Source: an optimization exercise on an open RTL-to-GDS flow (aim: small area and a short achievable clock period). Production flows keep margins and buffers that such runs may drop. Where RTL was checked, it was by simulation tests only, not by an equivalence proof against the original. No functional check of the RTL was part of run 1. Power figures rest on the tool's default switching activity, not on a simulated workload.

==> flow/design.v (outline; a module is shown in full before it is edited, if it fits) <==
// module fir_filter: 1625 lines
module fir_filter (
    input  logic        clk,
    input  logic        reset,
    input  logic [15:0] data_in,
    output logic [15:0] data_out
);
  // ...
==> flow/flow/run.sh <==
#!/bin/bash
# Own layout flow: the standard ORFS flow (standard.sh), with two changes:
#  - synthesis skips the fine-grained 'abc -fast' pre-mapping (see below), and after it
#    has written the netlist, flow/fixinv.py removes the inverters Yosys leaves around full adders
#    (a full adder is self-dual, so complementing all its pins keeps its function);
#    registers are not touched;
#  - extra ORFS settings exported from flow/env.sh (port buffer cell etc.).
# Each tool's output goes to a log file in this folder (ORFS keeps its own per-step
# logs under orfs/logs).
set -euo pipefail
HERE=$(pwd)
# The standard flow's synthesis script, with Yosys's fine-grained 'abc -fast' pre-mapping skipped
# (-noabc), so the explicit full adders of the RTL reach extract_fa as written; the
# final ABC mapping of synth.tcl still runs. Registers are mapped exactly as before.
sed '1s/yosys synth -nofsm -noshare/yosys synth -nofsm -noshare -noabc/' synth_recipe.tcl > my_synth.tcl
grep -q -- '-noabc' my_synth.tcl
cat >> my_synth.tcl <<EOS
exec python3 $HERE/flow/fixinv.py \$::env(RESULTS_DIR)/1_2_yosys.v \$::env(RESULTS_DIR)/1_2_yosys.v 2> $HERE/fixinv.log
EOS
sed "s#SYNTH_SCRIPT=[^ ]*#SYNTH_SCRIPT=$HERE/my_synth.tcl#" standard.sh > my_standard.sh
if [[ -f flow/env.sh ]]; then source flow/env.sh; fi
bash my_standard.sh > flow_make.log 2>&1
==> flow/flow/env.sh <==
export BUFFER_PORTS_ARGS="-buffer_cell sky130_fd_sc_hd__buf_2"
==> flow/flow/fixinv.py <==
#!/usr/bin/env python3
"""Remove inverters around full adders in a flat gate-level netlist written by Yosys.
A full adder is self-dual: FA(~a,~b,~c) = (~sum, ~cout). Each full adder may be
'flipped' (its inputs and outputs complemented); flips are chosen greedily to
minimise the number of inverters, which are then rebuilt (one per net that needs
its complement)."""
import re, sys

INV = re.compile(r'sky130_fd_sc_hd__(inv|clkinv)_\d+$')
FA = re.compile(r'sky130_fd_sc_hd__fa_\d+$')
OUTPINS = {'Y', 'X', 'Q', 'Q_N', 'SUM', 'COUT', 'HI', 'LO'}

def esc(n):
    return n + ' ' if n.startswith('\\') else n

def main(src, dst):
    text = open(src).read()
    m = re.search(r'^\s*module\s', text, re.M)
    # split into statements inside the (single) module
    head_end = text.index(';', m.start()) + 1
    body_end = text.rindex('endmodule')
    head, body, tail = text[:head_end], text[head_end:body_end], text[body_end:]
    stmts = []
    i = 0
    # statements end with ';' ; escaped identifiers may contain anything but whitespace
    tok = re.compile(r'\\\S+\s|[^;\\]+|;|\\')
    cur = ''
    for t in tok.findall(body):
        cur += t
        if t == ';':
            stmts.append(cur); cur = ''
    rest = cur
    inst_re = re.compile(r'^\s*(\S+)\s+(\\\S+\s|\S+)\s*\((.*)\)\s*;\s*$', re.S)
    pin_re = re.compile(r'\.(\w+)\s*\(\s*(\\\S+\s|[^()\s]+(?:\s*\[\s*\d+\s*\])?)\s*\)')
    cells = []
    others = []
    for s in stmts:
        st = s.strip()
        mm = inst_re.match(st)
        if mm and not st.startswith(('wire', 'input', 'output', 'assign', 'reg')):
            typ, name, pins = mm.group(1), mm.group(2).strip(), mm.group(3)
            pl = [(p, n.strip()) for p, n in pin_re.findall(pins)]
            cells.append([typ, name, pl])
        else:
            others.append(s)
    norm = lambda n: re.sub(r'\s+', '', n) if not n.startswith('\\') else n
    # drivers
    drv = {}
    for ci, (typ, name, pl) in enumerate(cells):
        for p, n in pl:
            if p in OUTPINS: drv[norm(n)] = (ci, p)
    inv_cells = [ci for ci, c in enumerate(cells) if INV.match(c[0])]
    inv_set = set(inv_cells)
    # base + parity for every net
    memo = {}
    def base(n):
        n = norm(n)
        if n in memo: return memo[n]
        d = drv.get(n)
        if d and d[0] in inv_set:
            a = dict(cells[d[0]][2])['A']
            b, q = base(a)
            r = (b, q ^ 1)
        else:
            r = (n, 0)
        memo[n] = r
        return r
    fa_cells = [ci for ci, c in enumerate(cells) if FA.match(c[0])]
    fa_idx = {ci: k for k, ci in enumerate(fa_cells)}
    flip = [0] * len(fa_cells)
    # consumers of each base: list of (ci, pin, parity)
    cons = {}
    ports_out = set()
    for s in others:
        mo = re.match(r'\s*output\s+(?:\[(\d+):(\d+)\]\s*)?(\S+)\s*;', s)
        if mo:
            nm = mo.group(3)
            if mo.group(1):
                for k in range(int(mo.group(2)), int(mo.group(1)) + 1): ports_out.add(f"{nm}[{k}]")
            else: ports_out.add(nm)
    for ci, (typ, name, pl) in enumerate(cells):
        if ci in inv_set: continue
        for p, n in pl:
            if p in OUTPINS: continue
            b, q = base(n)
            cons.setdefault(b, []).append((ci, p, q))
    assigns = [s for s in others if s.strip().startswith('assign')]
    for s in assigns:
        ma = re.match(r'\s*assign\s+(.*?)\s*=\s*(.*?)\s*;', s, re.S)
        b, q = base(ma.group(2))
        cons.setdefault(b, []).append((-1, ma.group(1), q))
    for po in ports_out:
        n = norm(po)
        if n in drv and drv[n][0] in inv_set:
            sys.exit("output port driven by an inverter; not handled")
    # nets driven by inverters that feed output ports directly are not handled (checked above)
    def src_flip(b):
        d = drv.get(b)
        if d and d[0] in fa_idx: return flip[fa_idx[d[0]]]
        return 0
    def is_const(b):
        return b in ("1'h0", "1'h1", "1'b0", "1'b1")
    def net_cost(b):
        if is_const(b): return 0
        fs = src_flip(b)
        for ci, p, q in cons.get(b, []):
            fc = flip[fa_idx[ci]] if ci in fa_idx else 0
            if q ^ fc ^ fs: return 1
        return 0
    # nets touched by each FA
    fa_nets = {}
    for ci in fa_cells:
        ns = set()
        for p, n in cells[ci][2]:
            ns.add(base(n)[0])
        fa_nets[ci] = ns
    def total():
        return sum(net_cost(b) for b in cons)
    before = sum(1 for b in cons if any(q for _, _, q in cons[b]) and not is_const(b))
    improved = True
    it = 0
    while improved and it < 50:
        improved = False; it += 1
        for ci in fa_cells:
            k = fa_idx[ci]
            c0 = sum(net_cost(b) for b in fa_nets[ci])
            flip[k] ^= 1
            c1 = sum(net_cost(b) for b in fa_nets[ci])
            if c1 < c0: improved = True
            else: flip[k] ^= 1
    after = total()
    # rebuild
    newinv = {}
    ninv = 0
    def inv_of(b):
        nonlocal ninv
        if b not in newinv:
            ninv += 1
            newinv[b] = f"_fixinv_{ninv}_"
        return newinv[b]
    out_cells = []
    for ci, (typ, name, pl) in enumerate(cells):
        if ci in inv_set: continue
        fc = flip[fa_idx[ci]] if ci in fa_idx else 0
        npl = []
        for p, n in pl:
            if p in OUTPINS:
                npl.append((p, n)); continue
            b, q = base(n)
            need = q ^ fc ^ src_flip(b)
            if is_const(b):
                v = b[-1] == '1'
                val = v ^ (q ^ fc)
                npl.append((p, "1'h1" if val else "1'h0"))
            elif need:
                npl.append((p, inv_of(b)))
            else:
                npl.append((p, b))
        out_cells.append((typ, name, npl))
    new_assigns = []
    for s in assigns:
        ma = re.match(r'\s*assign\s+(.*?)\s*=\s*(.*?)\s*;', s, re.S)
        b, q = base(ma.group(2))
        need = q ^ src_flip(b)
        if is_const(b):
            v = (b[-1] == '1') ^ q
            new_assigns.append(f"  assign {ma.group(1)} = {'1' if v else '0'}'h{'1' if v else '0'};\n")
        else:
            new_assigns.append(f"  assign {ma.group(1)} = {inv_of(b) if need else esc(b)};\n")
    lines = [head]
    for s in others:
        if s.strip().startswith('assign'): continue
        lines.append(s)
    for b, w in newinv.items():
        lines.append(f"\n  wire {w};")
    k = 0
    for b, w in newinv.items():
        k += 1
        lines.append(f"\n  sky130_fd_sc_hd__inv_1 _fixinv_cell_{k}_ ( .A({esc(b)}), .Y({w}) );")
    for typ, name, pl in out_cells:
        lines.append(f"\n  {typ} {name} ( " + ", ".join(f".{p}({n if not n.startswith(chr(92)) else n + ' '})" for p, n in pl) + " );")
    lines.append("\n" + "".join(new_assigns))
    lines.append(rest)
    lines.append(tail)
    open(dst, 'w').write("".join(lines))
    sys.stderr.write(f"fixinv: {len(inv_cells)} inverters before, {len(newinv)} after, {sum(flip)} of {len(fa_cells)} full adders flipped\n")

main(sys.argv[1], sys.argv[2])
==> flow/standard.sh <==
#!/bin/bash
# synth_recipe.tcl (not shown) runs the flow's synth.tcl, then flattens the netlist and writes it again
# the make line also repeats each setting of config.mk as NAME=value (left out here)
make -C /OpenROAD-flow-scripts/flow DESIGN_CONFIG=/design/flow/config.mk WORK_HOME=/design/flow/orfs CLKGATE_MAP_FILE= SYNTH_SCRIPT=/design/flow/synth_recipe.tcl "${@:-finish}"
==> flow/config.mk <==
export PLATFORM = sky130hd
export DESIGN_NAME = fir_filter
export DESIGN_NICKNAME = fir_filter
export VERILOG_FILES = /design/flow/design.v
export SDC_FILE = /design/flow/constraint.sdc
export NUM_CORES = 4
export LEC_CHECK = 0
export CAP_MARGIN = 20
export CORE_MARGIN = 2
export CORE_UTILIZATION = 40
export CTS_CLUSTER_DIAMETER = 120
export CTS_CLUSTER_SIZE = 30
export SETUP_SLACK_MARGIN = 4.3
export SLEW_MARGIN = 20
==> flow/constraint.sdc <==
create_clock -name core_clock -period 7.0 [get_ports {clk}]
set_input_delay 1.4000 -clock core_clock [delete_from_list [all_inputs] [get_ports {clk}]]
set_output_delay 1.4000 -clock core_clock [all_outputs]
set_load 0.01 [all_outputs]
==> summary.txt, run 1 <==
The run finished with no timing, DRC or antenna violations. After filler insertion, the fill cell instance count of the layout stands at 4,723. The clock network area share is 1.92%, and the detail-routed net length per standard cell is 22.1 µm.

The register with the most flip-flops in the final layout is x. VDD sags by at most 0.182 mV. Flip-flop and latch area: 10,400 µm². Number of DRC violations after detailed-routing iteration 0: 677.

Once the clock tree was built, the setup fixing pass inserted 51 buffers. The logs give 0 for the count of hold buffers inserted by post-cts repair and 10.3k for the number of vias after detailed routing. Traced cell by cell, the critical path runs through ha_2 -> fa_2 -> a21o_1 -> a21o_4 -> a21oi_4 -> o31ai_4 -> o31a_1 -> nor4_4 -> nor2_2 -> fa_2 -> xor2_1. The first global-routing pass estimated 75.3 mm of wire. In this run the horizontal extent of the chip is 240 µm. The post-cts gate resize count was 121; the final worst setup slack was 4160 ps. In this run the worst hold path is classified as flip-flop to flip-flop. Slowest stage cell on the critical path: sky130_fd_sc_hd__dfrtp_1. Endpoint of the worst setup timing path: p4[15].

In the final layout, the registers with the most flip-flops are x (144), s0 (113), s1 (48). The clock group share of total power was 9.5%; the fraction of standard cell area in multi-input logic was 48.0%. For the peak clock frequency supported by timing, the log shows 0.353 GHz. For the clock insertion delay at the later pin of the skew report, the log shows 560 ps. Number of cells in the finished layout apart from fillers: 2,183. The number of multi-input combinational cells in the layout is 768. At the end of the flow, the number of nets in the layout was 2,004. Power spread over the standard cell area amounts to 501 nW/µm². After routing, the total negative slack on setup checks comes to 0 ps.

For this run, the detailed router's first-pass iteration total came to 4. The path with the worst hold slack has its endpoint at x9h[0]. Leaving out fill and tap cells, the most frequent cell in the layout is sky130_fd_sc_hd__fa_1. Detailed placement ended at an HPWL of 37.2 mm. The power drawn by the combinational cells was 0.00743 W. The type of origin of the critical path was a flip-flop. The flow inserted 748 tap cells. The floorplan has 86 rows.
==> run 2, diff against run 1 <==
--- a/flow/design.v
+++ b/flow/design.v
@@ -55,68 +55,80 @@
 wire pa1_G5 = pa1_g9_0 | (pa1_p9 & pa1_g8_0);
 wire pa1_P5 = pa1_p9 & pa1_p8;
 wire pa1_G6 = pa1_g11_0 | (pa1_p11 & pa1_g10_0);
 wire pa1_P6 = pa1_p11 & pa1_p10;
 wire pa1_G7 = pa1_g13_0 | (pa1_p13 & pa1_g12_0);
 wire pa1_P7 = pa1_p13 & pa1_p12;
 wire pa1_G8 = pa1_g15_0 | (pa1_p15 & pa1_g14_0);
 wire pa1_P8 = pa1_p15 & pa1_p14;
-wire pa1_G9 = pa1_G2 | (pa1_P2 & pa1_G1);
-wire pa1_P9 = pa1_P2 & pa1_P1;
-wire pa1_G10 = pa1_G4 | (pa1_P4 & pa1_G3);
-wire pa1_P10 = pa1_P4 & pa1_P3;
-wire pa1_G11 = pa1_G6 | (pa1_P6 & pa1_G5);
-wire pa1_P11 = pa1_P6 & pa1_P5;
-wire pa1_G12 = pa1_G8 | (pa1_P8 & pa1_G7);
-wire pa1_P12 = pa1_P8 & pa1_P7;
-wire pa1_G13 = pa1_G10 | (pa1_P10 & pa1_G9);
-wire pa1_P13 = pa1_P10 & pa1_P9;
-wire pa1_G14 = pa1_G12 | (pa1_P12 & pa1_G11);
-wire pa1_P14 = pa1_P12 & pa1_P11;
-wire pa1_G15 = pa1_G14 | (pa1_P14 & pa1_G13);
-wire pa1_P15 = pa1_P14 & pa1_P13;
-wire pa1_G16 = pa1_G11 | (pa1_P11 & pa1_G13);
-wire pa1_P16 = pa1_P11 & pa1_P13;
-wire pa1_G17 = pa1_G3 | (pa1_P3 & pa1_G9);
-wire pa1_P17 = pa1_P3 & pa1_P9;
-wire pa1_G18 = pa1_G5 | (pa1_P5 & pa1_G13);
-wire pa1_P18 = pa1_P5 & pa1_P13;
-wire pa1_G19 = pa1_G7 | (pa1_P7 & pa1_G16);
-wire pa1_P19 = pa1_P7 & pa1_P16;
-wire pa1_G20 = pa1_g2_0 | (pa1_p2 & pa1_G1);
-wire pa1_P20 = pa1_p2 & pa1_P1;
-wire pa1_G21 = pa1_g4_0 | (pa1_p4 & pa1_G9);
-wire pa1_P21 = pa1_p4 & pa1_P9;
-wire pa1_G22 = pa1_g6_0 | (pa1_p6 & pa1_G17);
-wire pa1_P22 = pa1_p6 & pa1_P17;
-wire pa1_G23 = pa1_g8_0 | (pa1_p8 & pa1_G13);
-wire pa1_P23 = pa1_p8 & pa1_P13;
-wire pa1_G24 = pa1_g10_0 | (pa1_p10 & pa1_G18);
-wire pa1_P24 = pa1_p10 & pa1_P18;
-wire pa1_G25 = pa1_g12_0 | (pa1_p12 & pa1_G16);
-wire pa1_P25 = pa1_p12 & pa1_P16;
-wire pa1_G26 = pa1_g14_0 | (pa1_p14 & pa1_G19);
-wire pa1_P26 = pa1_p14 & pa1_P19;
+wire pa1_G9 = pa1_g2_0 | (pa1_p2 & pa1_G1);
+wire pa1_P9 = pa1_p2 & pa1_P1;
+wire pa1_G10 = pa1_G2 | (pa1_P2 & pa1_G1);
+wire pa1_P10 = pa1_P2 & pa1_P1;
+wire pa1_G11 = pa1_g6_0 | (pa1_p6 & pa1_G3);
+wire pa1_P11 = pa1_p6 & pa1_P3;
+wire pa1_G12 = pa1_G4 | (pa1_P4 & pa1_G3);
+wire pa1_P12 = pa1_P4 & pa1_P3;
+wire pa1_G13 = pa1_g10_0 | (pa1_p10 & pa1_G5);
+wire pa1_P13 = pa1_p10 & pa1_P5;
+wire pa1_G14 = pa1_G6 | (pa1_P6 & pa1_G5);
+wire pa1_P14 = pa1_P6 & pa1_P5;
+wire pa1_G15 = pa1_g14_0 | (pa1_p14 & pa1_G7);
+wire pa1_P15 = pa1_p14 & pa1_P7;
+wire pa1_G16 = pa1_G8 | (pa1_P8 & pa1_G7);
+wire pa1_P16 = pa1_P8 & pa1_P7;
+wire pa1_G17 = pa1_g4_0 | (pa1_p4 & pa1_G10);
+wire pa1_P17 = pa1_p4 & pa1_P10;
+wire pa1_G18 = pa1_G3 | (pa1_P3 & pa1_G10);
+wire pa1_P18 = pa1_P3 & pa1_P10;
+wire pa1_G19 = pa1_G11 | (pa1_P11 & pa1_G10);
+wire pa1_P19 = pa1_P11 & pa1_P10;
+wire pa1_G20 = pa1_G12 | (pa1_P12 & pa1_G10);
+wire pa1_P20 = pa1_P12 & pa1_P10;
+wire pa1_G21 = pa1_g12_0 | (pa1_p12 & pa1_G14);
+wire pa1_P21 = pa1_p12 & pa1_P14;
+wire pa1_G22 = pa1_G7 | (pa1_P7 & pa1_G14);
+wire pa1_P22 = pa1_P7 & pa1_P14;
+wire pa1_G23 = pa1_G15 | (pa1_P15 & pa1_G14);
+wire pa1_P23 = pa1_P15 & pa1_P14;
+wire pa1_G24 = pa1_G16 | (pa1_P16 & pa1_G14);
+wire pa1_P24 = pa1_P16 & pa1_P14;
+wire pa1_G25 = pa1_g8_0 | (pa1_p8 & pa1_G20);
+wire pa1_P25 = pa1_p8 & pa1_P20;
+wire pa1_G26 = pa1_G5 | (pa1_P5 & pa1_G20);
+wire pa1_P26 = pa1_P5 & pa1_P20;
+wire pa1_G27 = pa1_G13 | (pa1_P13 & pa1_G20);
+wire pa1_P27 = pa1_P13 & pa1_P20;
+wire pa1_G28 = pa1_G14 | (pa1_P14 & pa1_G20);
+wire pa1_P28 = pa1_P14 & pa1_P20;
+wire pa1_G29 = pa1_G21 | (pa1_P21 & pa1_G20);
+wire pa1_P29 = pa1_P21 & pa1_P20;
+wire pa1_G30 = pa1_G22 | (pa1_P22 & pa1_G20);
+wire pa1_P30 = pa1_P22 & pa1_P20;
+wire pa1_G31 = pa1_G23 | (pa1_P23 & pa1_G20);
+wire pa1_P31 = pa1_P23 & pa1_P20;
+wire pa1_G32 = pa1_G24 | (pa1_P24 & pa1_G20);
+wire pa1_P32 = pa1_P24 & pa1_P20;
 wire pa1_s1 = pa1_p1 ^ pa1_g0_0;
 wire pa1_s2 = pa1_p2 ^ pa1_G1;
-wire pa1_s3 = pa1_p3 ^ pa1_G20;
-wire pa1_s4 = pa1_p4 ^ pa1_G9;
-wire pa1_s5 = pa1_p5 ^ pa1_G21;
-wire pa1_s6 = pa1_p6 ^ pa1_G17;
-wire pa1_s7 = pa1_p7 ^ pa1_G22;
-wire pa1_s8 = pa1_p8 ^ pa1_G13;
-wire pa1_s9 = pa1_p9 ^ pa1_G23;
-wire pa1_s10 = pa1_p10 ^ pa1_G18;
-wire pa1_s11 = pa1_p11 ^ pa1_G24;
-wire pa1_s12 = pa1_p12 ^ pa1_G16;
-wire pa1_s13 = pa1_p13 ^ pa1_G25;
-wire pa1_s14 = pa1_p14 ^ pa1_G19;
-wire pa1_s15 = pa1_p15 ^ pa1_G26;
-wire [16:0] p1_d = {pa1_G15, pa1_s15, pa1_s14, pa1_s13, pa1_s12, pa1_s11, pa1_s10, pa1_s9, pa1_s8, pa1_s7, pa1_s6, pa1_s5, pa1_s4, pa1_s3, pa1_s2, pa1_s1, pa1_p0};
+wire pa1_s3 = pa1_p3 ^ pa1_G9;
+wire pa1_s4 = pa1_p4 ^ pa1_G10;
+wire pa1_s5 = pa1_p5 ^ pa1_G17;
+wire pa1_s6 = pa1_p6 ^ pa1_G18;
+wire pa1_s7 = pa1_p7 ^ pa1_G19;
+wire pa1_s8 = pa1_p8 ^ pa1_G20;
+wire pa1_s9 = pa1_p9 ^ pa1_G25;
+wire pa1_s10 = pa1_p10 ^ pa1_G26;
+wire pa1_s11 = pa1_p11 ^ pa1_G27;
+wire pa1_s12 = pa1_p12 ^ pa1_G28;
+wire pa1_s13 = pa1_p13 ^ pa1_G29;
+wire pa1_s14 = pa1_p14 ^ pa1_G30;
+wire pa1_s15 = pa1_p15 ^ pa1_G31;
+wire [16:0] p1_d = {pa1_G32, pa1_s15, pa1_s14, pa1_s13, pa1_s12, pa1_s11, pa1_s10, pa1_s9, pa1_s8, pa1_s7, pa1_s6, pa1_s5, pa1_s4, pa1_s3, pa1_s2, pa1_s1, pa1_p0};
 wire pa2_g0_0 = x[1][0] & x[6][0];
 wire pa2_p0 = x[1][0] ^ x[6][0];
 wire pa2_g1_0 = x[1][1] & x[6][1];
 wire pa2_p1 = x[1][1] ^ x[6][1];
 wire pa2_g2_0 = x[1][2] & x[6][2];
 wire pa2_p2 = x[1][2] ^ x[6][2];
 wire pa2_g3_0 = x[1][3] & x[6][3];
 wire pa2_p3 = x[1][3] ^ x[6][3];
@@ -155,68 +167,80 @@
 wire pa2_G5 = pa2_g9_0 | (pa2_p9 & pa2_g8_0);
 wire pa2_P5 = pa2_p9 & pa2_p8;
 wire pa2_G6 = pa2_g11_0 | (pa2_p11 & pa2_g10_0);
 wire pa2_P6 = pa2_p11 & pa2_p10;
 wire pa2_G7 = pa2_g13_0 | (pa2_p13 & pa2_g12_0);
 wire pa2_P7 = pa2_p13 & pa2_p12;
 wire pa2_G8 = pa2_g15_0 | (pa2_p15 & pa2_g14_0);
 wire pa2_P8 = pa2_p15 & pa2_p14;
-wire pa2_G9 = pa2_G2 | (pa2_P2 & pa2_G1);
-wire pa2_P9 = pa2_P2 & pa2_P1;
-wire pa2_G10 = pa2_G4 | (pa2_P4 & pa2_G3);
-wire pa2_P10 = pa2_P4 & pa2_P3;
-wire pa2_G11 = pa2_G6 | (pa2_P6 & pa2_G5);
-wire pa2_P11 = pa2_P6 & pa2_P5;
-wire pa2_G12 = pa2_G8 | (pa2_P8 & pa2_G7);
-wire pa2_P12 = pa2_P8 & pa2_P7;
-wire pa2_G13 = pa2_G10 | (pa2_P10 & pa2_G9);
-wire pa2_P13 = pa2_P10 & pa2_P9;
-wire pa2_G14 = pa2_G12 | (pa2_P12 & pa2_G11);
-wire pa2_P14 = pa2_P12 & pa2_P11;
-wire pa2_G15 = pa2_G14 | (pa2_P14 & pa2_G13);
-wire pa2_P15 = pa2_P14 & pa2_P13;
-wire pa2_G16 = pa2_G11 | (pa2_P11 & pa2_G13);
-wire pa2_P16 = pa2_P11 & pa2_P13;
-wire pa2_G17 = pa2_G3 | (pa2_P3 & pa2_G9);
-wire pa2_P17 = pa2_P3 & pa2_P9;
-wire pa2_G18 = pa2_G5 | (pa2_P5 & pa2_G13);
-wire pa2_P18 = pa2_P5 & pa2_P13;
-wire pa2_G19 = pa2_G7 | (pa2_P7 & pa2_G16);
-wire pa2_P19 = pa2_P7 & pa2_P16;
-wire pa2_G20 = pa2_g2_0 | (pa2_p2 & pa2_G1);
-wire pa2_P20 = pa2_p2 & pa2_P1;
-wire pa2_G21 = pa2_g4_0 | (pa2_p4 & pa2_G9);
-wire pa2_P21 = pa2_p4 & pa2_P9;
-wire pa2_G22 = pa2_g6_0 | (pa2_p6 & pa2_G17);
-wire pa2_P22 = pa2_p6 & pa2_P17;
-wire pa2_G23 = pa2_g8_0 | (pa2_p8 & pa2_G13);
-wire pa2_P23 = pa2_p8 & pa2_P13;
-wire pa2_G24 = pa2_g10_0 | (pa2_p10 & pa2_G18);
-wire pa2_P24 = pa2_p10 & pa2_P18;
-wire pa2_G25 = pa2_g12_0 | (pa2_p12 & pa2_G16);
-wire pa2_P25 = pa2_p12 & pa2_P16;
-wire pa2_G26 = pa2_g14_0 | (pa2_p14 & pa2_G19);
-wire pa2_P26 = pa2_p14 & pa2_P19;
+wire pa2_G9 = pa2_g2_0 | (pa2_p2 & pa2_G1);
+wire pa2_P9 = pa2_p2 & pa2_P1;
+wire pa2_G10 = pa2_G2 | (pa2_P2 & pa2_G1);
+wire pa2_P10 = pa2_P2 & pa2_P1;
+wire pa2_G11 = pa2_g6_0 | (pa2_p6 & pa2_G3);
+wire pa2_P11 = pa2_p6 & pa2_P3;
+wire pa2_G12 = pa2_G4 | (pa2_P4 & pa2_G3);
+wire pa2_P12 = pa2_P4 & pa2_P3;
+wire pa2_G13 = pa2_g10_0 | (pa2_p10 & pa2_G5);
+wire pa2_P13 = pa2_p10 & pa2_P5;
+wire pa2_G14 = pa2_G6 | (pa2_P6 & pa2_G5);
+wire pa2_P14 = pa2_P6 & pa2_P5;
+wire pa2_G15 = pa2_g14_0 | (pa2_p14 & pa2_G7);
+wire pa2_P15 = pa2_p14 & pa2_P7;
+wire pa2_G16 = pa2_G8 | (pa2_P8 & pa2_G7);
+wire pa2_P16 = pa2_P8 & pa2_P7;
+wire pa2_G17 = pa2_g4_0 | (pa2_p4 & pa2_G10);
+wire pa2_P17 = pa2_p4 & pa2_P10;
+wire pa2_G18 = pa2_G3 | (pa2_P3 & pa2_G10);
+wire pa2_P18 = pa2_P3 & pa2_P10;
+wire pa2_G19 = pa2_G11 | (pa2_P11 & pa2_G10);
+wire pa2_P19 = pa2_P11 & pa2_P10;
+wire pa2_G20 = pa2_G12 | (pa2_P12 & pa2_G10);
+wire pa2_P20 = pa2_P12 & pa2_P10;
+wire pa2_G21 = pa2_g12_0 | (pa2_p12 & pa2_G14);
+wire pa2_P21 = pa2_p12 & pa2_P14;
+wire pa2_G22 = pa2_G7 | (pa2_P7 & pa2_G14);
+wire pa2_P22 = pa2_P7 & pa2_P14;
+wire pa2_G23 = pa2_G15 | (pa2_P15 & pa2_G14);
+wire pa2_P23 = pa2_P15 & pa2_P14;
+wire pa2_G24 = pa2_G16 | (pa2_P16 & pa2_G14);
+wire pa2_P24 = pa2_P16 & pa2_P14;
+wire pa2_G25 = pa2_g8_0 | (pa2_p8 & pa2_G20);
+wire pa2_P25 = pa2_p8 & pa2_P20;
+wire pa2_G26 = pa2_G5 | (pa2_P5 & pa2_G20);
+wire pa2_P26 = pa2_P5 & pa2_P20;
+wire pa2_G27 = pa2_G13 | (pa2_P13 & pa2_G20);
+wire pa2_P27 = pa2_P13 & pa2_P20;
+wire pa2_G28 = pa2_G14 | (pa2_P14 & pa2_G20);
+wire pa2_P28 = pa2_P14 & pa2_P20;
+wire pa2_G29 = pa2_G21 | (pa2_P21 & pa2_G20);
+wire pa2_P29 = pa2_P21 & pa2_P20;
+wire pa2_G30 = pa2_G22 | (pa2_P22 & pa2_G20);
+wire pa2_P30 = pa2_P22 & pa2_P20;
+wire pa2_G31 = pa2_G23 | (pa2_P23 & pa2_G20);
+wire pa2_P31 = pa2_P23 & pa2_P20;
+wire pa2_G32 = pa2_G24 | (pa2_P24 & pa2_G20);
+wire pa2_P32 = pa2_P24 & pa2_P20;
 wire pa2_s1 = pa2_p1 ^ pa2_g0_0;
 wire pa2_s2 = pa2_p2 ^ pa2_G1;
-wire pa2_s3 = pa2_p3 ^ pa2_G20;
-wire pa2_s4 = pa2_p4 ^ pa2_G9;
-wire pa2_s5 = pa2_p5 ^ pa2_G21;
-wire pa2_s6 = pa2_p6 ^ pa2_G17;
-wire pa2_s7 = pa2_p7 ^ pa2_G22;
-wire pa2_s8 = pa2_p8 ^ pa2_G13;
-wire pa2_s9 = pa2_p9 ^ pa2_G23;
-wire pa2_s10 = pa2_p10 ^ pa2_G18;
-wire pa2_s11 = pa2_p11 ^ pa2_G24;
-wire pa2_s12 = pa2_p12 ^ pa2_G16;
-wire pa2_s13 = pa2_p13 ^ pa2_G25;
-wire pa2_s14 = pa2_p14 ^ pa2_G19;
-wire pa2_s15 = pa2_p15 ^ pa2_G26;
-wire [16:0] p2_d = {pa2_G15, pa2_s15, pa2_s14, pa2_s13, pa2_s12, pa2_s11, pa2_s10, pa2_s9, pa2_s8, pa2_s7, pa2_s6, pa2_s5, pa2_s4, pa2_s3, pa2_s2, pa2_s1, pa2_p0};
+wire pa2_s3 = pa2_p3 ^ pa2_G9;
+wire pa2_s4 = pa2_p4 ^ pa2_G10;
+wire pa2_s5 = pa2_p5 ^ pa2_G17;
+wire pa2_s6 = pa2_p6 ^ pa2_G18;
+wire pa2_s7 = pa2_p7 ^ pa2_G19;
+wire pa2_s8 = pa2_p8 ^ pa2_G20;
+wire pa2_s9 = pa2_p9 ^ pa2_G25;
+wire pa2_s10 = pa2_p10 ^ pa2_G26;
+wire pa2_s11 = pa2_p11 ^ pa2_G27;
+wire pa2_s12 = pa2_p12 ^ pa2_G28;
+wire pa2_s13 = pa2_p13 ^ pa2_G29;
+wire pa2_s14 = pa2_p14 ^ pa2_G30;
+wire pa2_s15 = pa2_p15 ^ pa2_G31;
+wire [16:0] p2_d = {pa2_G32, pa2_s15, pa2_s14, pa2_s13, pa2_s12, pa2_s11, pa2_s10, pa2_s9, pa2_s8, pa2_s7, pa2_s6, pa2_s5, pa2_s4, pa2_s3, pa2_s2, pa2_s1, pa2_p0};
 wire pa3_g0_0 = x[2][0] & x[5][0];
 wire pa3_p0 = x[2][0] ^ x[5][0];
 wire pa3_g1_0 = x[2][1] & x[5][1];
 wire pa3_p1 = x[2][1] ^ x[5][1];
 wire pa3_g2_0 = x[2][2] & x[5][2];
 wire pa3_p2 = x[2][2] ^ x[5][2];
 wire pa3_g3_0 = x[2][3] & x[5][3];
 wire pa3_p3 = x[2][3] ^ x[5][3];
@@ -255,68 +279,80 @@
 wire pa3_G5 = pa3_g9_0 | (pa3_p9 & pa3_g8_0);
 wire pa3_P5 = pa3_p9 & pa3_p8;
 wire pa3_G6 = pa3_g11_0 | (pa3_p11 & pa3_g10_0);
 wire pa3_P6 = pa3_p11 & pa3_p10;
 wire pa3_G7 = pa3_g13_0 | (pa3_p13 & pa3_g12_0);
 wire pa3_P7 = pa3_p13 & pa3_p12;
 wire pa3_G8 = pa3_g15_0 | (pa3_p15 & pa3_g14_0);
 wire pa3_P8 = pa3_p15 & pa3_p14;
-wire pa3_G9 = pa3_G2 | (pa3_P2 & pa3_G1);
-wire pa3_P9 = pa3_P2 & pa3_P1;
-wire pa3_G10 = pa3_G4 | (pa3_P4 & pa3_G3);
-wire pa3_P10 = pa3_P4 & pa3_P3;
-wire pa3_G11 = pa3_G6 | (pa3_P6 & pa3_G5);
-wire pa3_P11 = pa3_P6 & pa3_P5;
-wire pa3_G12 = pa3_G8 | (pa3_P8 & pa3_G7);
-wire pa3_P12 = pa3_P8 & pa3_P7;
-wire pa3_G13 = pa3_G10 | (pa3_P10 & pa3_G9);
-wire pa3_P13 = pa3_P10 & pa3_P9;
-wire pa3_G14 = pa3_G12 | (pa3_P12 & pa3_G11);
-wire pa3_P14 = pa3_P12 & pa3_P11;
-wire pa3_G15 = pa3_G14 | (pa3_P14 & pa3_G13);
-wire pa3_P15 = pa3_P14 & pa3_P13;
-wire pa3_G16 = pa3_G11 | (pa3_P11 & pa3_G13);
-wire pa3_P16 = pa3_P11 & pa3_P13;
-wire pa3_G17 = pa3_G3 | (pa3_P3 & pa3_G9);
-wire pa3_P17 = pa3_P3 & pa3_P9;
-wire pa3_G18 = pa3_G5 | (pa3_P5 & pa3_G13);
-wire pa3_P18 = pa3_P5 & pa3_P13;
-wire pa3_G19 = pa3_G7 | (pa3_P7 & pa3_G16);
-wire pa3_P19 = pa3_P7 & pa3_P16;
-wire pa3_G20 = pa3_g2_0 | (pa3_p2 & pa3_G1);
-wire pa3_P20 = pa3_p2 & pa3_P1;
-wire pa3_G21 = pa3_g4_0 | (pa3_p4 & pa3_G9);
-wire pa3_P21 = pa3_p4 & pa3_P9;
-wire pa3_G22 = pa3_g6_0 | (pa3_p6 & pa3_G17);
-wire pa3_P22 = pa3_p6 & pa3_P17;
-wire pa3_G23 = pa3_g8_0 | (pa3_p8 & pa3_G13);
-wire pa3_P23 = pa3_p8 & pa3_P13;
-wire pa3_G24 = pa3_g10_0 | (pa3_p10 & pa3_G18);
-wire pa3_P24 = pa3_p10 & pa3_P18;
-wire pa3_G25 = pa3_g12_0 | (pa3_p12 & pa3_G16);
-wire pa3_P25 = pa3_p12 & pa3_P16;
-wire pa3_G26 = pa3_g14_0 | (pa3_p14 & pa3_G19);
-wire pa3_P26 = pa3_p14 & pa3_P19;
+wire pa3_G9 = pa3_g2_0 | (pa3_p2 & pa3_G1);
+wire pa3_P9 = pa3_p2 & pa3_P1;
+wire pa3_G10 = pa3_G2 | (pa3_P2 & pa3_G1);
+wire pa3_P10 = pa3_P2 & pa3_P1;
+wire pa3_G11 = pa3_g6_0 | (pa3_p6 & pa3_G3);
+wire pa3_P11 = pa3_p6 & pa3_P3;
+wire pa3_G12 = pa3_G4 | (pa3_P4 & pa3_G3);
+wire pa3_P12 = pa3_P4 & pa3_P3;
+wire pa3_G13 = pa3_g10_0 | (pa3_p10 & pa3_G5);
+wire pa3_P13 = pa3_p10 & pa3_P5;
+wire pa3_G14 = pa3_G6 | (pa3_P6 & pa3_G5);
+wire pa3_P14 = pa3_P6 & pa3_P5;
+wire pa3_G15 = pa3_g14_0 | (pa3_p14 & pa3_G7);
+wire pa3_P15 = pa3_p14 & pa3_P7;
+wire pa3_G16 = pa3_G8 | (pa3_P8 & pa3_G7);
+wire pa3_P16 = pa3_P8 & pa3_P7;
+wire pa3_G17 = pa3_g4_0 | (pa3_p4 & pa3_G10);
+wire pa3_P17 = pa3_p4 & pa3_P10;
+wire pa3_G18 = pa3_G3 | (pa3_P3 & pa3_G10);
+wire pa3_P18 = pa3_P3 & pa3_P10;
+wire pa3_G19 = pa3_G11 | (pa3_P11 & pa3_G10);
+wire pa3_P19 = pa3_P11 & pa3_P10;
+wire pa3_G20 = pa3_G12 | (pa3_P12 & pa3_G10);
+wire pa3_P20 = pa3_P12 & pa3_P10;
+wire pa3_G21 = pa3_g12_0 | (pa3_p12 & pa3_G14);
+wire pa3_P21 = pa3_p12 & pa3_P14;
+wire pa3_G22 = pa3_G7 | (pa3_P7 & pa3_G14);
+wire pa3_P22 = pa3_P7 & pa3_P14;
+wire pa3_G23 = pa3_G15 | (pa3_P15 & pa3_G14);
+wire pa3_P23 = pa3_P15 & pa3_P14;
+wire pa3_G24 = pa3_G16 | (pa3_P16 & pa3_G14);
+wire pa3_P24 = pa3_P16 & pa3_P14;
+wire pa3_G25 = pa3_g8_0 | (pa3_p8 & pa3_G20);
+wire pa3_P25 = pa3_p8 & pa3_P20;
+wire pa3_G26 = pa3_G5 | (pa3_P5 & pa3_G20);
+wire pa3_P26 = pa3_P5 & pa3_P20;
+wire pa3_G27 = pa3_G13 | (pa3_P13 & pa3_G20);
+wire pa3_P27 = pa3_P13 & pa3_P20;
+wire pa3_G28 = pa3_G14 | (pa3_P14 & pa3_G20);
+wire pa3_P28 = pa3_P14 & pa3_P20;
+wire pa3_G29 = pa3_G21 | (pa3_P21 & pa3_G20);
+wire pa3_P29 = pa3_P21 & pa3_P20;
+wire pa3_G30 = pa3_G22 | (pa3_P22 & pa3_G20);
+wire pa3_P30 = pa3_P22 & pa3_P20;
+wire pa3_G31 = pa3_G23 | (pa3_P23 & pa3_G20);
+wire pa3_P31 = pa3_P23 & pa3_P20;
+wire pa3_G32 = pa3_G24 | (pa3_P24 & pa3_G20);
+wire pa3_P32 = pa3_P24 & pa3_P20;
 wire pa3_s1 = pa3_p1 ^ pa3_g0_0;
 wire pa3_s2 = pa3_p2 ^ pa3_G1;
-wire pa3_s3 = pa3_p3 ^ pa3_G20;
-wire pa3_s4 = pa3_p4 ^ pa3_G9;
-wire pa3_s5 = pa3_p5 ^ pa3_G21;
-wire pa3_s6 = pa3_p6 ^ pa3_G17;
-wire pa3_s7 = pa3_p7 ^ pa3_G22;
-wire pa3_s8 = pa3_p8 ^ pa3_G13;
-wire pa3_s9 = pa3_p9 ^ pa3_G23;
-wire pa3_s10 = pa3_p10 ^ pa3_G18;
-wire pa3_s11 = pa3_p11 ^ pa3_G24;
-wire pa3_s12 = pa3_p12 ^ pa3_G16;
-wire pa3_s13 = pa3_p13 ^ pa3_G25;
-wire pa3_s14 = pa3_p14 ^ pa3_G19;
-wire pa3_s15 = pa3_p15 ^ pa3_G26;
-wire [16:0] p3_d = {pa3_G15, pa3_s15, pa3_s14, pa3_s13, pa3_s12, pa3_s11, pa3_s10, pa3_s9, pa3_s8, pa3_s7, pa3_s6, pa3_s5, pa3_s4, pa3_s3, pa3_s2, pa3_s1, pa3_p0};
+wire pa3_s3 = pa3_p3 ^ pa3_G9;
+wire pa3_s4 = pa3_p4 ^ pa3_G10;
+wire pa3_s5 = pa3_p5 ^ pa3_G17;
+wire pa3_s6 = pa3_p6 ^ pa3_G18;
+wire pa3_s7 = pa3_p7 ^ pa3_G19;
+wire pa3_s8 = pa3_p8 ^ pa3_G20;
+wire pa3_s9 = pa3_p9 ^ pa3_G25;
+wire pa3_s10 = pa3_p10 ^ pa3_G26;
+wire pa3_s11 = pa3_p11 ^ pa3_G27;
+wire pa3_s12 = pa3_p12 ^ pa3_G28;
+wire pa3_s13 = pa3_p13 ^ pa3_G29;
+wire pa3_s14 = pa3_p14 ^ pa3_G30;
+wire pa3_s15 = pa3_p15 ^ pa3_G31;
+wire [16:0] p3_d = {pa3_G32, pa3_s15, pa3_s14, pa3_s13, pa3_s12, pa3_s11, pa3_s10, pa3_s9, pa3_s8, pa3_s7, pa3_s6, pa3_s5, pa3_s4, pa3_s3, pa3_s2, pa3_s1, pa3_p0};
 wire pa4_g0_0 = x[3][0] & x[4][0];
 wire pa4_p0 = x[3][0] ^ x[4][0];
 wire pa4_g1_0 = x[3][1] & x[4][1];
 wire pa4_p1 = x[3][1] ^ x[4][1];
 wire pa4_g2_0 = x[3][2] & x[4][2];
 wire pa4_p2 = x[3][2] ^ x[4][2];
 wire pa4_g3_0 = x[3][3] & x[4][3];
 wire pa4_p3 = x[3][3] ^ x[4][3];
@@ -355,68 +391,80 @@
 wire pa4_G5 = pa4_g9_0 | (pa4_p9 & pa4_g8_0);
 wire pa4_P5 = pa4_p9 & pa4_p8;
 wire pa4_G6 = pa4_g11_0 | (pa4_p11 & pa4_g10_0);
 wire pa4_P6 = pa4_p11 & pa4_p10;
 wire pa4_G7 = pa4_g13_0 | (pa4_p13 & pa4_g12_0);
 wire pa4_P7 = pa4_p13 & pa4_p12;
 wire pa4_G8 = pa4_g15_0 | (pa4_p15 & pa4_g14_0);
 wire pa4_P8 = pa4_p15 & pa4_p14;
-wire pa4_G9 = pa4_G2 | (pa4_P2 & pa4_G1);
-wire pa4_P9 = pa4_P2 & pa4_P1;
-wire pa4_G10 = pa4_G4 | (pa4_P4 & pa4_G3);
-wire pa4_P10 = pa4_P4 & pa4_P3;
-wire pa4_G11 = pa4_G6 | (pa4_P6 & pa4_G5);
-wire pa4_P11 = pa4_P6 & pa4_P5;
-wire pa4_G12 = pa4_G8 | (pa4_P8 & pa4_G7);
-wire pa4_P12 = pa4_P8 & pa4_P7;
-wire pa4_G13 = pa4_G10 | (pa4_P10 & pa4_G9);
-wire pa4_P13 = pa4_P10 & pa4_P9;
-wire pa4_G14 = pa4_G12 | (pa4_P12 & pa4_G11);
-wire pa4_P14 = pa4_P12 & pa4_P11;
-wire pa4_G15 = pa4_G14 | (pa4_P14 & pa4_G13);
-wire pa4_P15 = pa4_P14 & pa4_P13;
-wire pa4_G16 = pa4_G11 | (pa4_P11 & pa4_G13);
-wire pa4_P16 = pa4_P11 & pa4_P13;
-wire pa4_G17 = pa4_G3 | (pa4_P3 & pa4_G9);
-wire pa4_P17 = pa4_P3 & pa4_P9;
-wire pa4_G18 = pa4_G5 | (pa4_P5 & pa4_G13);
-wire pa4_P18 = pa4_P5 & pa4_P13;
-wire pa4_G19 = pa4_G7 | (pa4_P7 & pa4_G16);
-wire pa4_P19 = pa4_P7 & pa4_P16;
-wire pa4_G20 = pa4_g2_0 | (pa4_p2 & pa4_G1);
-wire pa4_P20 = pa4_p2 & pa4_P1;
-wire pa4_G21 = pa4_g4_0 | (pa4_p4 & pa4_G9);
-wire pa4_P21 = pa4_p4 & pa4_P9;
-wire pa4_G22 = pa4_g6_0 | (pa4_p6 & pa4_G17);
-wire pa4_P22 = pa4_p6 & pa4_P17;
-wire pa4_G23 = pa4_g8_0 | (pa4_p8 & pa4_G13);
-wire pa4_P23 = pa4_p8 & pa4_P13;
-wire pa4_G24 = pa4_g10_0 | (pa4_p10 & pa4_G18);
-wire pa4_P24 = pa4_p10 & pa4_P18;
-wire pa4_G25 = pa4_g12_0 | (pa4_p12 & pa4_G16);
-wire pa4_P25 = pa4_p12 & pa4_P16;
-wire pa4_G26 = pa4_g14_0 | (pa4_p14 & pa4_G19);
-wire pa4_P26 = pa4_p14 & pa4_P19;
+wire pa4_G9 = pa4_g2_0 | (pa4_p2 & pa4_G1);
+wire pa4_P9 = pa4_p2 & pa4_P1;
+wire pa4_G10 = pa4_G2 | (pa4_P2 & pa4_G1);
+wire pa4_P10 = pa4_P2 & pa4_P1;
+wire pa4_G11 = pa4_g6_0 | (pa4_p6 & pa4_G3);
+wire pa4_P11 = pa4_p6 & pa4_P3;
+wire pa4_G12 = pa4_G4 | (pa4_P4 & pa4_G3);
+wire pa4_P12 = pa4_P4 & pa4_P3;
+wire pa4_G13 = pa4_g10_0 | (pa4_p10 & pa4_G5);
+wire pa4_P13 = pa4_p10 & pa4_P5;
+wire pa4_G14 = pa4_G6 | (pa4_P6 & pa4_G5);
+wire pa4_P14 = pa4_P6 & pa4_P5;
+wire pa4_G15 = pa4_g14_0 | (pa4_p14 & pa4_G7);
+wire pa4_P15 = pa4_p14 & pa4_P7;
+wire pa4_G16 = pa4_G8 | (pa4_P8 & pa4_G7);
+wire pa4_P16 = pa4_P8 & pa4_P7;
+wire pa4_G17 = pa4_g4_0 | (pa4_p4 & pa4_G10);
+wire pa4_P17 = pa4_p4 & pa4_P10;
+wire pa4_G18 = pa4_G3 | (pa4_P3 & pa4_G10);
+wire pa4_P18 = pa4_P3 & pa4_P10;
+wire pa4_G19 = pa4_G11 | (pa4_P11 & pa4_G10);
+wire pa4_P19 = pa4_P11 & pa4_P10;
+wire pa4_G20 = pa4_G12 | (pa4_P12 & pa4_G10);
+wire pa4_P20 = pa4_P12 & pa4_P10;
+wire pa4_G21 = pa4_g12_0 | (pa4_p12 & pa4_G14);
+wire pa4_P21 = pa4_p12 & pa4_P14;
+wire pa4_G22 = pa4_G7 | (pa4_P7 & pa4_G14);
+wire pa4_P22 = pa4_P7 & pa4_P14;
+wire pa4_G23 = pa4_G15 | (pa4_P15 & pa4_G14);
+wire pa4_P23 = pa4_P15 & pa4_P14;
+wire pa4_G24 = pa4_G16 | (pa4_P16 & pa4_G14);
+wire pa4_P24 = pa4_P16 & pa4_P14;
+wire pa4_G25 = pa4_g8_0 | (pa4_p8 & pa4_G20);
+wire pa4_P25 = pa4_p8 & pa4_P20;
+wire pa4_G26 = pa4_G5 | (pa4_P5 & pa4_G20);
+wire pa4_P26 = pa4_P5 & pa4_P20;
+wire pa4_G27 = pa4_G13 | (pa4_P13 & pa4_G20);
+wire pa4_P27 = pa4_P13 & pa4_P20;
+wire pa4_G28 = pa4_G14 | (pa4_P14 & pa4_G20);
+wire pa4_P28 = pa4_P14 & pa4_P20;
+wire pa4_G29 = pa4_G21 | (pa4_P21 & pa4_G20);
+wire pa4_P29 = pa4_P21 & pa4_P20;
+wire pa4_G30 = pa4_G22 | (pa4_P22 & pa4_G20);
+wire pa4_P30 = pa4_P22 & pa4_P20;
+wire pa4_G31 = pa4_G23 | (pa4_P23 & pa4_G20);
+wire pa4_P31 = pa4_P23 & pa4_P20;
+wire pa4_G32 = pa4_G24 | (pa4_P24 & pa4_G20);
+wire pa4_P32 = pa4_P24 & pa4_P20;
 wire pa4_s1 = pa4_p1 ^ pa4_g0_0;
 wire pa4_s2 = pa4_p2 ^ pa4_G1;
-wire pa4_s3 = pa4_p3 ^ pa4_G20;
-wire pa4_s4 = pa4_p4 ^ pa4_G9;
-wire pa4_s5 = pa4_p5 ^ pa4_G21;
-wire pa4_s6 = pa4_p6 ^ pa4_G17;
-wire pa4_s7 = pa4_p7 ^ pa4_G22;
-wire pa4_s8 = pa4_p8 ^ pa4_G13;
-wire pa4_s9 = pa4_p9 ^ pa4_G23;
-wire pa4_s10 = pa4_p10 ^ pa4_G18;
-wire pa4_s11 = pa4_p11 ^ pa4_G24;
-wire pa4_s12 = pa4_p12 ^ pa4_G16;
-wire pa4_s13 = pa4_p13 ^ pa4_G25;
-wire pa4_s14 = pa4_p14 ^ pa4_G19;
-wire pa4_s15 = pa4_p15 ^ pa4_G26;
-wire [16:0] p4_d = {pa4_G15, pa4_s15, pa4_s14, pa4_s13, pa4_s12, pa4_s11, pa4_s10, pa4_s9, pa4_s8, pa4_s7, pa4_s6, pa4_s5, pa4_s4, pa4_s3, pa4_s2, pa4_s1, pa4_p0};
+wire pa4_s3 = pa4_p3 ^ pa4_G9;
+wire pa4_s4 = pa4_p4 ^ pa4_G10;
+wire pa4_s5 = pa4_p5 ^ pa4_G17;
+wire pa4_s6 = pa4_p6 ^ pa4_G18;
+wire pa4_s7 = pa4_p7 ^ pa4_G19;
+wire pa4_s8 = pa4_p8 ^ pa4_G20;
+wire pa4_s9 = pa4_p9 ^ pa4_G25;
+wire pa4_s10 = pa4_p10 ^ pa4_G26;
+wire pa4_s11 = pa4_p11 ^ pa4_G27;
+wire pa4_s12 = pa4_p12 ^ pa4_G28;
+wire pa4_s13 = pa4_p13 ^ pa4_G29;
+wire pa4_s14 = pa4_p14 ^ pa4_G30;
+wire pa4_s15 = pa4_p15 ^ pa4_G31;
+wire [16:0] p4_d = {pa4_G32, pa4_s15, pa4_s14, pa4_s13, pa4_s12, pa4_s11, pa4_s10, pa4_s9, pa4_s8, pa4_s7, pa4_s6, pa4_s5, pa4_s4, pa4_s3, pa4_s2, pa4_s1, pa4_p0};
 wire pa0_g0_0 = data_in[0] & x[8][0];
 wire pa0_p0 = data_in[0] ^ x[8][0];
 wire pa0_g1_0 = data_in[1] & x[8][1];
 wire pa0_p1 = data_in[1] ^ x[8][1];
 wire pa0_g2_0 = data_in[2] & x[8][2];
 wire pa0_p2 = data_in[2] ^ x[8][2];
 wire pa0_g3_0 = data_in[3] & x[8][3];
 wire pa0_p3 = data_in[3] ^ x[8][3];
==> flow/config.mk (replaced) <==
export PLATFORM = sky130hd
export DESIGN_NAME = fir_filter
export DESIGN_NICKNAME = fir_filter
export VERILOG_FILES = /design/flow/design.v
export SDC_FILE = /design/flow/constraint.sdc
export NUM_CORES = 4
export LEC_CHECK = 0
export CAP_MARGIN = 20
export CORE_MARGIN = 2
export CORE_UTILIZATION = 60
export CTS_CLUSTER_DIAMETER = 120
export CTS_CLUSTER_SIZE = 30
export PLACE_DENSITY = 0.7
export SETUP_SLACK_MARGIN = 4.3
export SLEW_MARGIN = 20
==> run 2 against run 1 <==
Compared with the run above: die area decreased by 33%; area after synthesis decreased by 0.48%; final cell count decreased by 15%; synthesized cell count increased by 1.3%; global-route usage increased by 7.4 points; still clean on timing, DRC and antenna.
==> summary.txt, run 2 <==
The flow ran to the end and the layout has no timing, DRC or antenna violations. The reg2reg setup slack was 4260 ps; the overall routed net length was 44.9 mm. Of the cells placed in the final design, the portion with a size suffix greater than 1 is 23.7%. The path class of the tightest hold or removal check is flip-flop to flip-flop. The count of hold buffers inserted by post-cts repair came out at 0 (unchanged). The library cells used most frequently in the layout, excluding fill and tap cells, are 364 x sky130_fd_sc_hd__fa_1, 268 x sky130_fd_sc_hd__dfrtp_1, 116 x sky130_fd_sc_hd__ha_1. The maximum VDD drop was 0.241 mV (+33%); the x dimension of the die was 196 µm (-18%). The tools report the type of destination of the critical path as a flip-flop. During I/O placement, the number of pins put on the boundary was 34. After detailed routing, the number of vias per cell comes to 5.50.

The peak clock frequency supported by timing is 0.365 GHz (+3.5%), and the detail-routed net length per standard cell is 24.1 µm (+9.0%). CTS placed an instance of sky130_fd_sc_hd__clkbuf_16 at the clock tree root. The clock insertion delay at the later pin of the skew report was 530 ps (-30 ps); the number of nets in the final layout was 1,949 (-2.7%). From synthesis to final layout, the design area changed by 9.45%. Setup repair after global routing could not meet its margin everywhere. The relative max-transition margin was 37.9%; the post-detailed-route count of antenna-violating nets was 0.

The run gives 19.9 ps as the largest clock skew in the final design. More flip-flops sit in one register than any other, and that register is x. The largest registers in the layout are x (144), s0 (113), s1 (48). For the placement row count, the log shows 70 (-19%). The tools report the area of the die as 38,600 µm². The run gives 1,292 as the number of instances in the synthesized netlist. Setup violations remaining at the end of the flow were counted as 0.

Number of vias after detailed routing: 10.2k (-0.23%). The worst-case clock buffer depth was 3. Summed over all layers, the global routing overflow is 0. Number of antenna diodes: 0. Total power density per cell area: 537 nW/µm² (+7.1%). The maximum fanout encountered on the critical timing path came out at 6.

The clock-pin slew on the worst setup and hold paths came out at 110 ps. The category of the critical setup timing path is flip-flop to flip-flop. After floorplanning, the core was sized to cover 36,500 µm².

For the worst setup path, the data required time is 7470 ps. STA classifies the critical path startpoint as a flip-flop. The logs give 0 for the max capacitance violation total and 10.5 nW for the leakage power figure.

In this run the cell area of the synthesized design comes to 22,200 µm². The run gives 177 as the maximum number of pins on one net before global-route repair. The run gives 0 as the final number of hold-violating endpoints. TritonCTS built the clock tree. The Yosys step of the flow raised 2 warnings. In this run the critical register-to-register path is launched from p2[9].

For the number of antenna violations at the first check in global routing, the log shows 0. The number of optimization iterations in the first detailed-route pass is 5 (+1), and the TritonCTS sink count is 406. The most critical setup path has its startpoint at p2[9]. Leaving out fill and tap cells, the most frequent cell in the layout is sky130_fd_sc_hd__fa_1.

Arrival time of the worst setup path: 3220 ps. Total clock buffers created by CTS: 17. Global routing used 25.4% of the available tracks. Net count after synthesis: 1,855. For this configuration, the core starts out at a cell density of 60.9%. The run gives 865 (+28%) as the number of DRC violations after detailed-routing iteration 0.

The flip-flop count of the largest register, all copies and words added works out to 144. The worst-margin pin slew came out at 932 ps. The startpoint identified for the worst hold timing path is x[8][15]. For the wire length of the first global-routing pass, the log shows 70.6 mm (-6.1%). The setup TNS was 0 ps (unchanged); the number of global-route vias before repair was 12.0k. The HPWL after detailed placement is 35.3 mm (-5.2%). Dividing the synthesized area by the synthesized cell count gives 17.2 µm². For this run, design rule violations remaining after detail routing come to 0. The die is 196 µm tall.

The count of pins over their slew limit was 0. Port buffering added 33 buffers. For the core occupancy in the finished layout, the log shows 66.6%.

The minimum clock period is 2740 ps, and the H-tree level count is 1. The run gives 2,486 (-47%) as the number of filler cells placed in the layout. Routability-driven placement finished with a final weighted congestion of 0.939.

After layout, the worst path uses 39.2% of the clock period.
==> run 2: cell count changes in the layout (fill, tap and decap cells not counted), sizes merged, moves of 5 or more <==
cell and delta:
buf -55, fa -16, inv -7, o21a +5
o21ai +5, or2 +6, xnor2 +16
==> run 2: stage by stage <==
stage	std cells	total power [W]	cell area (µm²)	hold WS, ps	setup WS (ps)
2_1_floorplan	1292	0.00878	22300	331	182
3_3_place_gp	1796	0.0112	23100	333	3770
3_5_place_dp	1796	0.0115	23100	336	3750
4_1_cts	1842	0.0128	23900	359	4250
5_1_grt	1863	0.0144	24300	367	4130
6_report	1863	0.0131	24300	358	4260
==> run 2: path summary, 6_finish.rpt <==
| check | to | depth (start not counted) |
|---|---|---|
| max in group asynchronous | x[0][12] | 3 |
| min in group asynchronous | s0[3] | 2 |
| max | s0[46] | 4 |
| min reg2reg | x9h[7] | 0 |
| max reg2reg | s0[46] | 4 |
| min | x9h[7] | 0 |
==> run 2: critical path, stage by stage (launching register included) <==
cell,delay (ps)
sky130_fd_sc_hd__dfrtp_2,590
sky130_fd_sc_hd__fa_1,510
sky130_fd_sc_hd__fa_2,590
sky130_fd_sc_hd__fa_2,460
sky130_fd_sc_hd__fa_2,530
==> run 2: report_power, final <==
group / switching (W) / total [W] / internal, W
registers: 0.000636 / 0.00409 / 0.00346
clock network: 0.000697 / 0.00116 / 0.000467
logic: 0.00406 / 0.00780 / 0.00374
==> run 2: final cells by class <==
| class | count | area [µm²] | share of cell area (%) |
|---|---|---|---|
| Clock buffer | 26 | 459 | 1.89 |
| Clock inverter | 2 | 21.3 | 0.0874 |
| Inverter | 97 | 372 | 1.53 |
| Multi-Input combinational cell | 789 | 12000 | 49.1 |
| Sequential cell | 406 | 10300 | 42.5 |
| Tap cell | 468 | 586 | 2.41 |
| Timing Repair Buffer | 75 | 594 | 2.44 |
==> run 2: timing repair <==
item / CTS / global route
setup endpoints to repair: 89 / 59
resized for setup: 94 / 77
setup buffers: 18 / 21
pin swaps: 24 / 54
==> run 2: routing by layer <==
layer	track usage [%]	routed length, µm	vias to the layer above
li1	-	-	4279
met1	38.0	19600	5580
met2	38.4	20600	331
met3	6.66	3720	56
met4	5.92	958	0
met5	0	0	-
==> run 3, diff against run 2 <==
--- a/flow/config.mk
+++ b/flow/config.mk
@@ -11,5 +11,5 @@
 export CTS_CLUSTER_DIAMETER = 120
 export CTS_CLUSTER_SIZE = 30
 export PLACE_DENSITY = 0.7
-export SETUP_SLACK_MARGIN = 4.3
+export SETUP_SLACK_MARGIN = 4.6
 export SLEW_MARGIN = 20
==> run 3 against run 2 <==
Compared with the run above: largest power group unchanged; register-to-register slack worse by 20 ps; die area is the same; sequential power barely moved; synthesized cell count unchanged; global-route usage rose by 0.94 points; critical path depth did not move; area after synthesis stayed put.
==> summary.txt, run 3 <==
The total power density per cell area is 541 nW/µm² (+0.73%), and the worst setup timing slack at the placement stage is 3690 ps (-56.5 ps). The run gives 0.0139 W (+6.3%) as the overall power after layout. The number of nets in the final layout is 2,019 (+3.6%), and the count of hold buffers inserted by post-cts repair is 0 (unchanged).

The maximum number of pins on one net before global-route repair is 159 (-10%). The synthesis-to-finish area growth was 15.5%; the maximum fanout encountered on the critical timing path was 6 (unchanged). The total net switching power is 0.00565 W (+4.7%), and the largest clock skew in the final design is 16.4 ps (-3.49 ps). The arrival time of the worst setup path came out at 3240 ps (+20 ps). The critical path ends at s0[71]. For the combinational cell fraction of total power, the log shows 61.8% (+2.1 points). The tools report the H-tree level count as 1 (unchanged). The post-detailed-route count of antenna-violating nets was 0 (unchanged). The leakage power figure was 10.8 nW (+2.8%). The tools report the number of warnings issued by yosys as 2 (unchanged). x holds more flip-flops than any other register. The remaining routing DRC violations was 0 (unchanged).

The worst-margin pin slew was 899 ps (-32.3 ps). The tools report the clock group share of total power as 8.7% (-0.2 points). The type of origin of the critical path is a flip-flop. The max capacitance violation total came out at 0 (unchanged). Core occupancy in the finished layout: 70.3% (+3.7 points). The flip-flop count of the largest register, all copies and words added was 144 (unchanged). The run gives 17 (unchanged) as the total clock buffers created by CTS.

The terminus of the critical flop-to-flop path is s0[71]. Global placement routability congestion: 0.932 (-0.78%). The origin of the worst setup path is p2[9].

The number of cells in the finished layout apart from fillers is 1,934 (+3.8%). The tools report the number of filler cells placed in the layout as 2,294 (-7.7%). Wire length of the first global-routing pass: 73.5 mm (+4.0%). The depth of the worst register-to-register path works out to 4 (unchanged). The clock-pin slew on the worst setup and hold paths is 110 ps (about the same). The path class of the tightest hold or removal check is flip-flop to flip-flop.

The final worst setup slack was 4240 ps (-21.4 ps). The tools report the internal power as 0.00824 W (+7.4%). The run gives 1 (+1) as the number of antenna violations at the first check in global routing. The tools report the clock root buffer as sky130_fd_sc_hd__clkbuf_16. The logic depth of the worst setup path including buffers is 4 (unchanged), and the count of pins over their slew limit is 0 (unchanged). The slowest stage cell on the critical path was sky130_fd_sc_hd__dfrtp_2.

The number of vias per cell is 5.49 (-0.19%). Final number of hold-violating endpoints: 0 (unchanged). The critical path in this run is classified as flip-flop to flip-flop.

The signal on the critical path passes through fa_2 -> fa_1 -> fa_2 -> fa_2. The maximum VDD drop is 0.247 mV (+2.5%). TritonCTS sink count: 406 (unchanged).

The number of primary I/O pins was 34 (unchanged); the fraction of layout cells with a size suffix above 1 was 41.1% (+17 points). The tools report the reg2reg setup slack as 4240 ps (-20 ps). The run gives 36,500 µm² (unchanged) as the floorplan core area. The critical path's largest stage delay was 590 ps (about the same); the overall routed net length was 46.9 mm (+4.5%). The data required time at the worst endpoint came out at 7470 ps (about the same). In the layout the commonest cells are 261 x sky130_fd_sc_hd__dfrtp_1, 213 x sky130_fd_sc_hd__fa_2, 207 x sky130_fd_sc_hd__fa_1. Grouping stages by cell kind, the critical path spends the most delay in adder cells.

The placement row count came out at 70 (unchanged). The share of the clock period used by the worst path after layout is 39.5% (+0.31 points), and the number of global-route vias before repair is 12.6k (+4.9%). For the relative max-transition margin, the log shows 40.0% (+2.2 points).

The count of buffers inserted at the top-level ports is 33 (unchanged). The switching part of the total works out to 40.7% (-0.61 points). The overall track demand over capacity in global routing is 26.3% (+0.94 points), and the setup TNS is 0 ps (unchanged).

The flow ran to the end and the layout has no timing, DRC or antenna violations. The number of DRC violations after detailed-routing iteration 0 is 616 (-29%). The tools report the number of antenna diodes as 0 (unchanged). The area of the die came out at 38,600 µm² (unchanged).

The tools report the number of cells after detailed placement as 1,797 (+0.056%). The library cell used most frequently in the layout, excluding fill and tap cells, is sky130_fd_sc_hd__dfrtp_1. The worst register-to-register path begins at p2[9]. The run gives 5 (unchanged) as the number of optimization iterations in the first detailed-route pass. STA classifies the critical path endpoint as a flip-flop. The count of buffer and inverter cells on the critical path is 0 (unchanged), and the netlist area before placement is 22,200 µm² (unchanged). The minimum clock period works out to 2760 ps (+21.4 ps).

In the final layout, the registers with the most flip-flops are x (144), s0 (113), s1 (48). The detail-routed net length per standard cell is 24.2 µm (+0.70%). TritonCTS built the clock tree. The tools report the clock insertion delay at the later pin of the skew report as 530 ps (about the same). The number of instances in the synthesized netlist was 1,292 (unchanged); the worst-case clock buffer depth was 3 (unchanged). The tools report the part of the total power dissipated in sequential elements as 29.5% (-1.8 points). The run gives 35.9 mm (+1.6%) as the HPWL after detailed placement. Setup repair after global routing could not meet its margin everywhere.

For the net count after synthesis, the log shows 1,855 (unchanged). The vertical die dimension is 196 µm (unchanged), and the total global routing overflow is 0 (unchanged). The number of vias after detailed routing was 10.6k (+3.6%). The mean cell area of the mapped netlist is 17.2 µm² (unchanged), and the number of endpoints failing setup at the final stage is 0 (unchanged). The tools report the peak clock frequency supported by timing as 0.362 GHz (-0.77%). In this design, the critical path's most frequently occurring cell is sky130_fd_sc_hd__fa_2. The run gives 60.9% (unchanged) as the starting density of the core. The x dimension of the die came out at 196 µm (unchanged).
## run 3: how the worst min path moves through the flow
stage                        end  cells past startpoint     start
after floorplan           x9h[0]                      0   x[8][8]
after global routing      x9h[0]                      0   x[8][8]
after detailed placement  x9h[1]                      0   x[8][9]
after CTS                 x9h[1]                      0   x[8][9]
final                     x9h[2]                      0  x[8][10]
after global placement    x9h[7]                      0  x[8][15]
## run 3: layout make-up
| class | count | area (µm²) | share of cell area (%) |
|---|---|---|---|
| Inverter | 97 | 372 | 1.45 |
| Multi-Input combinational cell | 789 | 12600 | 49.2 |
| Clock buffer | 27 | 473 | 1.84 |
| Sequential cell | 406 | 10400 | 40.3 |
| Clock inverter | 2 | 38.8 | 0.151 |
| Tap cell | 468 | 586 | 2.28 |
| Timing Repair Buffer | 145 | 1230 | 4.79 |
## run 3: metrics by stage
stage               hold WS [ps]  area [µm²]
floorplan                    331       22400
global placement             332       23200
detailed placement           336       23200
CTS                          361       25000
global route                 371       25700
finish                       356       25700
## run 3: power by group through the flow
stage          logic [W]  registers (W)  clock network, W
2_1_floorplan    0.00495        0.00393                 0
3_3_place_gp     0.00729        0.00412                 0
3_5_place_dp     0.00756        0.00415                 0
4_1_cts          0.00819        0.00411           0.00125
5_1_grt          0.00962        0.00419           0.00132
6_report         0.00858        0.00410           0.00120
## run 3: metal layers
layer  up-vias  wire (µm)  GRT usage [%]
met3        77       3570           6.43
met4         2       1210           6.26
met5         -         15              0
met1      5763      20300           38.7
met2       363      21800           41.0
li1       4411          -              -
## run 3: timing repair
item / CTS / global route
cloned: 0 / 0
buffers inserted: 70 / 38
gates resized for setup: 297 / 97
setup endpoints to repair: 154 / 192
pin swaps: 120 / 95

what the ideal ports hide:
The flow's constraints put no driver on any port. The routed layouts listed below were extracted and timed again, unchanged, in two steps.
Step 1: set_driving_cell puts a clkbuf_16 on clk and a buf_2 on each other input, an assumption about the parent block.
Step 2 times the ports against the registers' clock, not the clock port: input delays grow and output delays shrink by t, the midpoint of the rising clock arrivals with the driver on.
Slacks: no drivers / after step 1 / after step 2; pairs: no drivers / after step 1.
run	t, ns	setup WS [ns]	latest minus earliest clock arrival (ns)	slew at the worst register clock pin (ns)	worst data-port slew with drivers (ns)
run 1	0.611	4.163 / 4.163 / 3.792	0.022 / 0.022	0.12 / 0.12	0.03
run 2	0.575	4.259 / 4.259 / 3.800	0.020 / 0.020	0.11 / 0.11	0.05
run 3	0.581	4.237 / 4.237 / 3.824	0.017 / 0.017	0.11 / 0.11	0.05
After both steps setup and hold are still met in every run listed. For run 2, which loses most, drivers alone change the setup slack by 0.000 ns; drivers and shift together by -0.459 ns.
